Context: an optimization exercise on an open-source flow, tuned for a short achievable clock period and few clock cycles. The choices shown serve that exercise and are no tape-out recipe.
In this exercise RTL edits were held to simulation tests only and were not proved equivalent to the original.
Power figures rest on the tool's default switching activity, not on a simulated workload.

==> design.v <==
`timescale 1ns / 10ps
module y86_seq(
    input clk,
    input rst,
    output [63:0] imem_addr,
    input [79:0] imem_rdata,
    output [63:0] dmem_addr,
    output [63:0] dmem_wdata,
    output dmem_we,
    input [63:0] dmem_rdata,
    output halted
);
localparam HALT = 4'h0, NOP = 4'h1, CMOVXX = 4'h2, IRMOVQ = 4'h3,
           RMMOVQ = 4'h4, MRMOVQ = 4'h5, OPQ = 4'h6, JXX = 4'h7,
           CALL = 4'h8, RET = 4'h9, PUSHQ = 4'hA, POPQ = 4'hB;
reg [79:0] ir;           
reg        xvalid;       
reg [63:0] xpc;          
reg [63:0] fpc;          
reg        halted_r;
reg        zf, sf, of;
reg [63:0] rf [0:14];
reg [63:0] ras [0:7];
reg [2:0]  ras_sp;       
wire [3:0] icode = ir[7:4];
wire [3:0] ifun  = ir[3:0];
wire [3:0] rA    = ir[15:12];
wire [3:0] rB    = ir[11:8];
wire [63:0] valC_r = ir[79:16];    
wire [63:0] valC_j = ir[71:8];     
reg [3:0] len;
always @(*) begin
    case (icode)
        CMOVXX, OPQ, PUSHQ, POPQ: len = 4'd2;
        IRMOVQ, RMMOVQ, MRMOVQ:   len = 4'd10;
        JXX, CALL:                len = 4'd9;
        default:                  len = 4'd1;
    endcase
end
wire [63:0] valP = xpc + {60'd0, len};
reg cc;
always @(*) begin
    case (ifun)
        4'd0: cc = 1'b1;
        4'd1: cc = (sf ^ of) | zf;
        4'd2: cc = sf ^ of;
        4'd3: cc = zf;
        4'd4: cc = ~zf;
        4'd5: cc = ~(sf ^ of);
        4'd6: cc = ~(sf ^ of) & ~zf;
        default: cc = 1'b0;
    endcase
end
wire run = xvalid & ~halted_r;
wire is_ret  = run & (icode == RET);
wire is_call = run & (icode == CALL);
wire is_halt = run & (icode == HALT);
wire [63:0] ras_top = ras[ras_sp];
wire stack_op = (icode == CALL) | (icode == RET) | (icode == PUSHQ) | (icode == POPQ);
wire [3:0] srcA = (icode == RET || icode == POPQ) ? 4'd4 : rA;
wire [3:0] srcB = stack_op ? 4'd4 : rB;
wire [63:0] valA = (srcA == 4'hF) ? 64'd0 : rf[srcA];
wire [63:0] valB = (srcB == 4'hF) ? 64'd0 : rf[srcB];
wire [63:0] sum  = valB + valA;
wire [63:0] diff = valB - valA;
reg  [63:0] opres;
always @(*) begin
    case (ifun[1:0])
        2'd0: opres = sum;
        2'd1: opres = diff;
        2'd2: opres = valB & valA;
        default: opres = valB ^ valA;
    endcase
end
wire new_zf = (opres == 64'd0);
wire new_sf = opres[63];
wire new_of = (ifun[1:0] == 2'd0) ? ((valB[63] == valA[63]) && (sum[63] != valB[63])) :
              (ifun[1:0] == 2'd1) ? ((valB[63] != valA[63]) && (diff[63] != valB[63])) : 1'b0;
wire [63:0] maddr = valB + valC_r;
wire [63:0] sp_dec = valB - 64'd8;
wire [63:0] sp_inc = valB + 64'd8;
reg [63:0] daddr, dwdata;
reg        dwe;
always @(*) begin
    daddr  = maddr;
    dwdata = valA;
    dwe    = 1'b0;
    case (icode)
        RMMOVQ: dwe = 1'b1;
        PUSHQ:  begin daddr = sp_dec; dwe = 1'b1; end
        CALL:   begin daddr = sp_dec; dwdata = valP; dwe = 1'b1; end
        RET, POPQ: daddr = valB;
        default: ;
    endcase
end
assign dmem_addr  = daddr;
assign dmem_wdata = dwdata;
assign dmem_we    = dwe & run & ~rst;
reg [3:0]  dstE, dstM;
reg [63:0] valE;
always @(*) begin
    dstE = 4'hF;
    dstM = 4'hF;
    valE = opres;
    case (icode)
        CMOVXX: begin if (cc) dstE = rB; valE = valA; end
        IRMOVQ: begin dstE = rB; valE = valC_r; end
        OPQ:    dstE = rB;
        MRMOVQ: dstM = rA;
        CALL, PUSHQ: begin dstE = 4'd4; valE = sp_dec; end
        RET:    begin dstE = 4'd4; valE = sp_inc; end
        POPQ:   begin dstE = 4'd4; valE = sp_inc; dstM = rA; end
        default: ;
    endcase
end
integer i;
always @(posedge clk) begin
    if (run) begin
        for (i = 0; i < 15; i = i + 1) begin
            if (dstM == i)
                rf[i] <= dmem_rdata;
            else if (dstE == i)
                rf[i] <= valE;
        end
    end
end
reg [63:0] npc;
always @(*) begin
    if (!xvalid)
        npc = fpc;
    else begin
        case (icode)
            HALT: npc = xpc;
            JXX:  npc = cc ? valC_j : valP;
            CALL: npc = valC_j;
            RET:  npc = ras_top;
            default: npc = valP;
        endcase
    end
end
assign imem_addr = npc;
wire ret_miss = is_ret & (dmem_rdata != ras_top);
always @(posedge clk) begin
    if (rst) begin
        xvalid   <= 1'b0;
        fpc      <= 64'd0;
        halted_r <= 1'b0;
        zf <= 1'b1; sf <= 1'b0; of <= 1'b0;
        ras_sp   <= 3'd0;
    end
    else if (!halted_r) begin
        ir  <= imem_rdata;
        xpc <= npc;
        xvalid <= ~is_halt & ~ret_miss;
        fpc <= dmem_rdata;
        if (is_halt)
            halted_r <= 1'b1;
        if (run && icode == OPQ) begin
            zf <= new_zf; sf <= new_sf; of <= new_of;
        end
        if (is_call) begin
            ras[ras_sp + 3'd1] <= valP;
            ras_sp <= ras_sp + 3'd1;
        end
        else if (is_ret)
            ras_sp <= ras_sp - 3'd1;
    end
end
assign halted = halted_r | is_halt;
endmodule
==> run.sh <==
#!/bin/bash
# synth_recipe.tcl (not shown) runs the flow's synth.tcl, then flattens the netlist and writes it again
# the make line also repeats each setting of config.mk as NAME=value (left out here)
make -C /OpenROAD-flow-scripts/flow DESIGN_CONFIG=/design/flow/config.mk WORK_HOME=/design/flow/orfs CLKGATE_MAP_FILE= SYNTH_SCRIPT=/design/flow/synth_recipe.tcl finish
==> config.mk <==
export PLATFORM = sky130hd
export DESIGN_NAME = y86_seq
export DESIGN_NICKNAME = y86_seq
export VERILOG_FILES = /design/flow/design.v
export SDC_FILE = /design/flow/constraint.sdc
export NUM_CORES = 4
export LEC_CHECK = 0
export CAP_MARGIN = 20
export CORE_MARGIN = 2
export CORE_UTILIZATION = 22
export PLACE_DENSITY = 0.3
export SLEW_MARGIN = 20
==> constraint.sdc <==
create_clock -name core_clock -period 50.0 [get_ports {clk}]
set_input_delay 10.0000 -clock core_clock [delete_from_list [all_inputs] [get_ports {clk}]]
set_output_delay 10.0000 -clock core_clock [all_outputs]
set_load 0.01 [all_outputs]
==> run notes, run 1 <==
- The number of cells in the design after placement is ~16000.
- The total area of multi-input combinational cells is ~48000 um^2.
- For the worst setup path, the data arrival time is about 12000 ps.
- Clock latency on the worst-skew pair, taken at its later pin, is ~1000 ps.
- The count of pins over their slew limit is 0.
- Global routing finished with a remaining overflow of 0.
- The detailed router placed between 90000 and 100k vias in this run.
- The CTS root buffer is clkbuf_16.
- The number of cell rows is 249.
- The count of endpoints failing hold in the final timing report was 0.
- After synthesis, flip-flops and latches occupy around half of the total area.
- Dividing the detail-routed via count by the number of cells gives 5.72.
- From synthesis to final layout, the design area changed by 18.5%.
- The first global-routing pass estimated 917 mm of wire.
- The most instantiated flip-flop cell in the synthesis netlist is edfxtp_1.
- In the final layout, flip-flops and latches occupy ~50000 um^2.
- The all-layer global routing usage is 29.1%.
- Ranked by total cell area, the synthesized netlist is headed by edfxtp_1 (48%), o21ai_0 (5.7%), a22oi_1 (4.7%).
- The data required time at the worst endpoint is 40000 ps.
- The number of enable-type register cells in the synthesized netlist is between 1500 and 2000.
- The die covers about 470000 um^2.
- The number of optimization iterations in the first detailed-route pass is 10.
- The final setup skew is around 130 ps.
- The H-tree generated during clock tree synthesis spans 4 levels.
- The detailed-route wire length per cell is 42.4 um.
- The type of destination of the critical path is an output port.
- Leaving out filler cells and counting taps, the final layout contains roughly 17000.
- The overall routed net length is about 710 mm.
- In this run the vertical extent of the chip is 685 um.
- The launching element type of the critical path is an input pin.
- Once the clock tree was built, the resizer swapped 0 gates to a different size.
- The number of nets in the synthesized netlist is 10680.
- The number of instances in the synthesized netlist is about 10000.
- Of all flip-flops after synthesis, the portion carrying an async set or reset was 0%.
- Once detail routing completed, the nets flagged for antenna violations numbered 0.
- The run finished with no timing, DRC or antenna violations.
- The maximum buffer depth of the clock tree is 4.
- After detailed routing, the number of remaining DRC violations is 0.
- The critical path is of the input pin to output port type.
- For this run, the post-layout net count is 10727.
- At the pin with the least slew margin, the transition time is 1300 ps.
- The library cell with the highest instance count after synthesis is edfxtp_1.
- The final RePlAce weighted congestion is 0.952.
- The number of synthesized register bits is ~1700.
- The core region is approximately 460000 um^2.
- The count of port buffers added during placement is between 300 and 400.
- For the final routed database, the setup TNS stands at 0 ps.
- The number of sinks on the clock net is approximately 1700.
- Measured along the x axis, the die boundary spans a little under 700 um.
- The worst min-delay path category is flip-flop to flip-flop.
- The tightest slew margin relative to the limit is ~12%.
- Summed over its instances, the top area cell type makes up 47.6% of the synthesized netlist area.
- The synthesis warning total is 2.
- The initial utilization of the core area, before any placement, comes to about 22%.
- For this design the top-level I/O count stands at 340.
- The setup-violating endpoint count in the final report is 0.
- The number of hold buffers added after CTS was 0.
- The number of buffers created by CTS is 217.
- The buffers inserted during post-CTS setup optimization is 0.
- Across the VDD grid, the largest voltage drop is approximately 28 uV.
- The number of DRC markers in iteration 0 is about 14000.
- In this run, distinct cell masters in the synthesized netlist total around 110.
- The initial antenna violation count is between 80 and 90.
- Setup repair after global routing left no endpoint under its margin.
- The number of global-route vias before repair was between 90000 and 100k.
- Cells with a size suffix above 1 make up roughly an eighth of the layout.
- The synthesized design spends more area on one cell type than any other, namely edfxtp_1.
- Across the run, the number of max-cap violations was 0.
- In this run the power density over the cells is between 40 and 50 nW/um^2.
- Across all hold checks on the routed design, the worst slack comes to 478 ps.
- The cell area after technology mapping is slightly above 100000 um^2.
- The utilization after layout is between 20% and 30%.
- The mean cell area of the mapped netlist is about 10 um^2.
- In the synthesized netlist, the cells that appear most often are edfxtp_1 (1616), nand2_1 (1193), o21ai_0 (1155), nor2_1 (905), clkbuf_1 (797).
- The clock period minus final worst setup slack is roughly 22000 ps.
- Of all nets on the critical path, the largest fanout is 22.
- The layout has 48929 filler cells.
- The HPWL after detailed placement is slightly below 500 mm.
- After layout, the worst path uses 43.9% of the clock period.
- The standby leakage power is between 30 and 40 nW.
- TritonCTS built the clock tree.
- Clock-pin slew was measured on the worst setup and hold paths at 60 ps.
- The top achievable clock speed is between 40 and 50 MHz.
- The pin count of the biggest net entering global routing is 69.
logic make-up after synthesis:
kind of cell,after synthesis,share of synthesized area (%)
AO/OA/AOI/OAI,3548,22.3
AND/OR/NAND/NOR,2969,13.1
flip-flops,1694,49.2
buffers and inverters,1252,5.12
XOR/XNOR,371,3.19
multiplexers,320,4.74
adder cells (fa/ha/maj),195,2.40
through the flow:
stage / power, W / cell area (um^2) / setup slack, ps
finish: 0.00487 / 121000 / 28060
global route: 0.00500 / 121000 / 28030
CTS: 0.00486 / 121000 / 28030
detailed placement: 0.00322 / 113000 / 28040
global placement: 0.00321 / 113000 / 28060
floorplan: 0.00245 / 102000 / 22900
per-layer routing:
metal	global-route usage [%]	vias up	share of wire [%]
met5	0	-	0.015
met4	18.3	16	7.4
met3	4.23	1149	7.1
met2	44.1	5611	43
met1	39.0	49656	42
li1	-	39319	-
flip-flops by register name (all words and copies together) (netlist names), named ones only:
register  count
rf          960
ras         512
ir           80
fpc          64
xpc          64
len           3
ras_sp        3
halted_r      1
of            1
sf            1
xvalid        1
zf            1
final timing paths:
check	end	slack [ps]	start	depth (start not counted)
hold / removal	of$_SDFFE_PP0P_	480	of$_SDFFE_PP0P_	2
setup reg to reg	zf$_SDFFE_PP1P_	37290	ir[6]$_DFFE_PP_	29
setup / recovery	dmem_we	28060	rst	4
hold reg to reg	of$_SDFFE_PP0P_	480	of$_SDFFE_PP0P_	2
critical path, cell delays in order:
cell and delay (ps):
buf_4 200, nor2_4 810, o2111a_1 310, clkdlybuf4s50_1 550
cells in the final DEF, fill, tap and decap left out, types with 63 or more instances in the layout:
cell type / synthesis / layout
o21ai_1: 54 / 63
ha_1: 181 / 181
edfxtp_1: 1616 / 1616
nor2_1: 905 / 857
o21ai_0: 1155 / 1137
clkbuf_16: 0 / 217
a21oi_1: 766 / 737
nor3_1: 116 / 108
o21a_1: 73 / 71
a22oi_1: 643 / 643
a222oi_1: 133 / 133
clkdlybuf4s50_1: 0 / 320
dfxtp_1: 78 / 73
nand4_1: 205 / 205
xnor2_1: 207 / 195
mux2i_1: 179 / 179
mux4_2: 129 / 129
nand2_1: 1193 / 1187
inv_1: 237 / 237
buf_4: 31 / 478
xor2_1: 164 / 155
nand3_1: 150 / 146
a221oi_1: 133 / 130
power by group:
part,internal (W),switching (W)
sequential,0.00165,0.0000303
clock,0.000928,0.000708
combinational,0.000450,0.00110
total,0.00303,0.00183
layout make-up:
type	instances	area share, %
clock buffers	279	4.74
flip-flops and latches	1694	41.5
repair buffers	835	6.01
inverters	245	0.762
clock inverters	113	1.12
well taps	6149	6.37
multi-input cells	7403	39.4
diodes	27	0.0560
Testbench counts, summed over its fixed seeds: cycles 19,925.
==> run 2: changes to the inputs <==
==> flow/run.sh (new file) <==
#!/bin/bash
# Standard layout (the standard.sh, unchanged synthesis), with a setup
# margin for repair_timing so that it works on the I/O paths that set the
# period instead of stopping at the 50 ns clock.
set -uo pipefail
bash standard.sh SETUP_SLACK_MARGIN=29.4 finish > standard_flow.log 2>&1
==> standard.sh (new file) <==
#!/bin/bash
# synth_recipe.tcl (not shown) runs the flow's synth.tcl, then flattens the netlist and writes it again
# the make line also repeats each setting of config.mk as NAME=value (left out here)
make -C /OpenROAD-flow-scripts/flow DESIGN_CONFIG=/design/flow/config.mk WORK_HOME=/design/flow/orfs CLKGATE_MAP_FILE= SYNTH_SCRIPT=/design/flow/synth_recipe.tcl "${@:-finish}"
removed: run.sh
==> run notes, run 2 <==
- The overall routed net length is 715 mm (+0.76%).
- The slack of the critical path is 29250 ps (+1190 ps).
- The post-route setup TNS is 0 ps (unchanged).
- The buffering stage count on the worst path with inverters included was 2 (unchanged).
- Counting instances in the post-synthesis netlist gives the leading cell types as edfxtp_1 (1616), nand2_1 (1193), o21ai_0 (1155), nor2_1 (905), clkbuf_1 (797).
- The longest individual stage delay on the worst path was 280 ps (-530 ps).
- Yosys instantiated no cell more often than edfxtp_1.
- The maximum vdd drop is 29.8 uV (+7.8%).
- The number of nets in the synthesized netlist is 10680 (unchanged).
- The number of buffers created by CTS was 220 (+1.4%).
- The initial core utilization was 22.1% (unchanged).
- The slowest stage of the critical path belongs to the cell o2111a_1.
- The post-route total power is 0.00483 W (-0.64%).
- The horizontal die dimension is 685 um (unchanged).
- Traced cell by cell, the critical path runs through buf_16, nor2_4, o2111a_1, buf_2.
- Yosys attributes the largest share of cell area to edfxtp_1 (48%), o21ai_0 (5.7%), a22oi_1 (4.7%).
- The count of max-cap constraint violations is 0 (unchanged).
- The height of the chip came to 685 um (unchanged).
- The number of global-route vias before repair came to 91382 (+0.57%).
- The cell family contributing the most delay on the critical path is buffers and inverters.
- The final setup skew is 140 ps (+9.00 ps).
- The launching element type of the critical path is an input pin.
- The final RePlAce weighted congestion came to 0.925 (-2.9%).
- The detailed-route wire length per cell is 42.6 um (+0.45%).
- The fraction of synthesized cell area taken by the top area cell type is 47.6% (unchanged).
- The number of cell rows was 249 (unchanged).
- The number of cells in the design after placement is 16356 (+0.19%).
- The share of post-route cells with drive strength above 1 came to 12.2% (+0.19 points).
- The number of instances in the synthesized netlist was 10349 (unchanged).
- The library cells used most frequently in the layout, excluding fill and tap cells, are edfxtp_1 (1616), nand2_1 (1187), o21ai_0 (1142).
- The number of synthesized register bits came to 1694 (unchanged).
- The pin count of the biggest net entering global routing is 81 (+17%).
- The worst min-delay path startpoint is sf$_SDFFE_PP0P_.
- The number of flip-flops under the largest register name was 960 (unchanged).
- The residual DRC count is 0 (unchanged).
- The number of unique standard cell types used by synthesis came to 111 (unchanged).
- The synthesis-to-finish area growth is 18.6% (about the same).
- The synthesis warning total is 2 (unchanged).
- In the final layout, the registers with the most flip-flops are rf: 960 flops, ras: 512 flops, ir: 80 flops.
- The library cell used most frequently in the layout, excluding fill and tap cells, is edfxtp_1.
- The number of sinks on the clock net was 1694 (unchanged).
- The standby leakage power came to 38.4 nW (+0.28%).
- The count of port buffers added during placement is 339 (unchanged).
- The initial antenna violation count is 92 (+7.0%).
- The mean cell area of the mapped netlist was 9.85 um^2 (unchanged).
- The register area share after synthesis is 49.2% (unchanged).
- The via count is 96257 (+0.53%).
- The first element of the critical path is rst.
- Of all cell types, the one taking the most synthesized area is edfxtp_1.
- The count of pins over their slew limit was 0 (unchanged).
- The HPWL after detailed placement is 496 mm (+2.3%).
- STA classifies the critical path endpoint as an output port.
- The cell area after technology mapping is 102000 um^2 (unchanged).
- The number of H-tree branching levels is 4 (unchanged).
- The clock edge transition at the registers on the reported setup and hold paths is 60 ps (about the same).
- The post-route worst hold slack is 483 ps (+5.04 ps).
- The highest fanout seen on the critical path is 2 (-91%).
- The number of optimization iterations in the first detailed-route pass was 10 (unchanged).
- The tightest slew margin relative to the limit is 8.22% (-4.0 points).
- The number of DRC markers in iteration 0 came to 14553 (+4.6%).
- The arrival time of data at the critical path endpoint is 10750 ps (-1190 ps).
- The top achievable clock speed was 48.2 MHz (+5.7%).
- The most instantiated flip-flop cell in the synthesis netlist is edfxtp_1.
- The transition at the pin with the smallest max-transition slack is 1360 ps (+59.7 ps).
- The maximum buffer depth of the clock tree is 4 (unchanged).
- The run finished with no timing, DRC or antenna violations.
- The worst register-to-register path begins at ir[6]$_DFFE_PP_.
- The number of enable-type register cells in the synthesized netlist is 1616 (unchanged).
- The cts-stage hold buffer count is 0 (unchanged).
- The setup-violating endpoint count in the final report is 0 (unchanged).
- The top-level port count was 340 (unchanged).
- TritonCTS built the clock tree.
- The register with the most flip-flops is rf.
- The share of flip-flops with an asynchronous set or reset is 0% (unchanged).
- The start-to-end type of the worst setup path is input pin to output port.
- The area enclosed by the die boundary came to 469000 um^2 (unchanged).
- The floorplan core area came to 460000 um^2 (unchanged).
- CTS placed an instance of clkbuf_16 at the clock tree root.
- The number of nets with antenna violations after routing is 0 (unchanged).
- The all-layer global routing usage was 29.3% (+0.23 points).
- The count of endpoints failing hold in the final timing report was 0 (unchanged).
- The global-route wire length before repair came to 925 mm (+0.84%).
- The via count normalized by instance count is 5.73 (+0.22%).
- The sum of overflow across all layers after global routing is 0 (unchanged).
- The data required time at the worst endpoint is 40000 ps (about the same).
- Setup repair after global routing could not meet its margin everywhere.
- The clock period minus final worst setup slack is 20750 ps (-1190 ps).
- The final cell count without fillers is 16797 (+0.31%).
- The clock latency at the later pin of the worst-skew pair was 1010 ps (about the same).
- The power density over the cells came to 40.0 nW/um^2 (-0.72%).
- The minimum setup slack after placement came to 28660 ps (+615 ps).
- The final layout net count was 10767 (+0.37%).
- The share of the clock period used by the worst path is 41.5% (-2.4 points).
- In this run the worst hold path is classified as flip-flop to flip-flop.
[run 2: worst reg2reg max path, cell delays in order (launching register included)]
cell	delay, ps
edfxtp_1	650
nor2b_4	790
nand2_2	400
nand2_4	470
buf_4	770
buf_4	530
a22oi_1	130
nand4_1	150
nor2_1	60
a21oi_1	660
inv_1	430
ha_1	650
nor4bb_1	740
nand3_1	340
a21o_1	250
a21oi_1	860
o21ai_0	370
and4b_1	280
nor2_1	410
a2111oi_0	200
a311oi_1	840
nand4b_1	360
nor4_1	450
nand4_1	390
nor4_1	550
nand4b_1	260
nand2_1	120
[run 2: cell type report]
class / instances / area (um^2)
Tap cell: 6149 / 7690
Clock inverter: 113 / 1060
Timing Repair Buffer: 872 / 7520
Multi-Input combinational cell: 7403 / 47600
Inverter: 245 / 920
Fill cell: 48884 / 340000
Clock buffer: 294 / 5870
Sequential cell: 1694 / 50100
Antenna cell: 27 / 67.6
[run 2: kinds of logic (layout without fill, tap and decap cells)]
group	count (synthesis)	after routing	share of synthesized area [%]
other	0	27	0
muxes	320	320	4.74
and+or+nand+nor	2969	2969	13.1
buffers and inverters	1252	1524	5.12
adders and majority gates	195	195	2.40
AOI/OAI and AO/OA	3548	3548	22.3
xor gates and xnor gates	371	371	3.19
DFF	1694	1694	49.2
[run 2: path summary, 6_finish.rpt]
check	to	slack, ps	cells past startpoint
worst max-delay path	dmem_we	29250	4
worst min-delay path	sf$_SDFFE_PP0P_	480	2
worst max register to register	zf$_SDFFE_PP1P_	37900	26
worst min register to register	sf$_SDFFE_PP0P_	480	2
[run 2: what timing repair did]
item | CTS | global route
gates cloned | 1 | 0
buffers inserted | 3 | 0
gates resized for setup | 8 | 0
pin swaps | 1 | 1
endpoints found under the setup margin | 1 | 1
[run 2: metal layers]
| layer | track usage [%] | up-vias | part of all wire, % | wire (um) |
|---|---|---|---|---|
| met1 | 39.7 | 49815 | 43 | 306000 |
| met4 | 15.6 | 20 | 6.4 | 45600 |
| li1 | - | 39415 | - | - |
| met3 | 4.57 | 1129 | 7.5 | 53600 |
| met2 | 45.0 | 5878 | 43 | 310000 |
| met5 | 0 | - | 0.017 | 122 |
[run 2: power breakdown]
part / switching [W] / internal [W]
Combinational: 0.00109 / 0.000452
Clock: 0.000707 / 0.000897
Sequential: 0.0000311 / 0.00165
[run 2: metrics by stage]
step           utilization, %  area [um^2]
2_1_floorplan               -       102000
3_3_place_gp             24.6       114000
3_5_place_dp             24.7       114000
4_1_cts                  26.2       121000
5_1_grt                  26.2       121000
6_report                 26.2       121000

[afterwards: timing with drivers on the ports]
No port has a modelled driver above. Below, the same layouts with a new extraction and two added sets of constraints.
Step 1, drivers: a clkbuf_16 drives clk and a buf_2 each remaining input, both assumed.
Step 2 adds t to the input delays and takes it off the output delays; t is the mean of the earliest and latest rising clock arrival at the registers after step 1. Input paths then give back, and output paths get back, about the clock's delay inside the block.
Slacks: ideal ports / drivers / drivers and shift; pairs: ideal ports / drivers.
run	t (ns)	setup WS [ns]	worst slew at a driven data input, ns
run 1	1.065	28.062 / 28.033 / 28.033	0.18
run 2	1.056	29.249 / 29.087 / 29.087	0.26
After both steps every run listed still meets setup and hold. The setup slack of run 2, which loses most, moves by -0.162 ns with the drivers and by -0.162 ns with both steps.
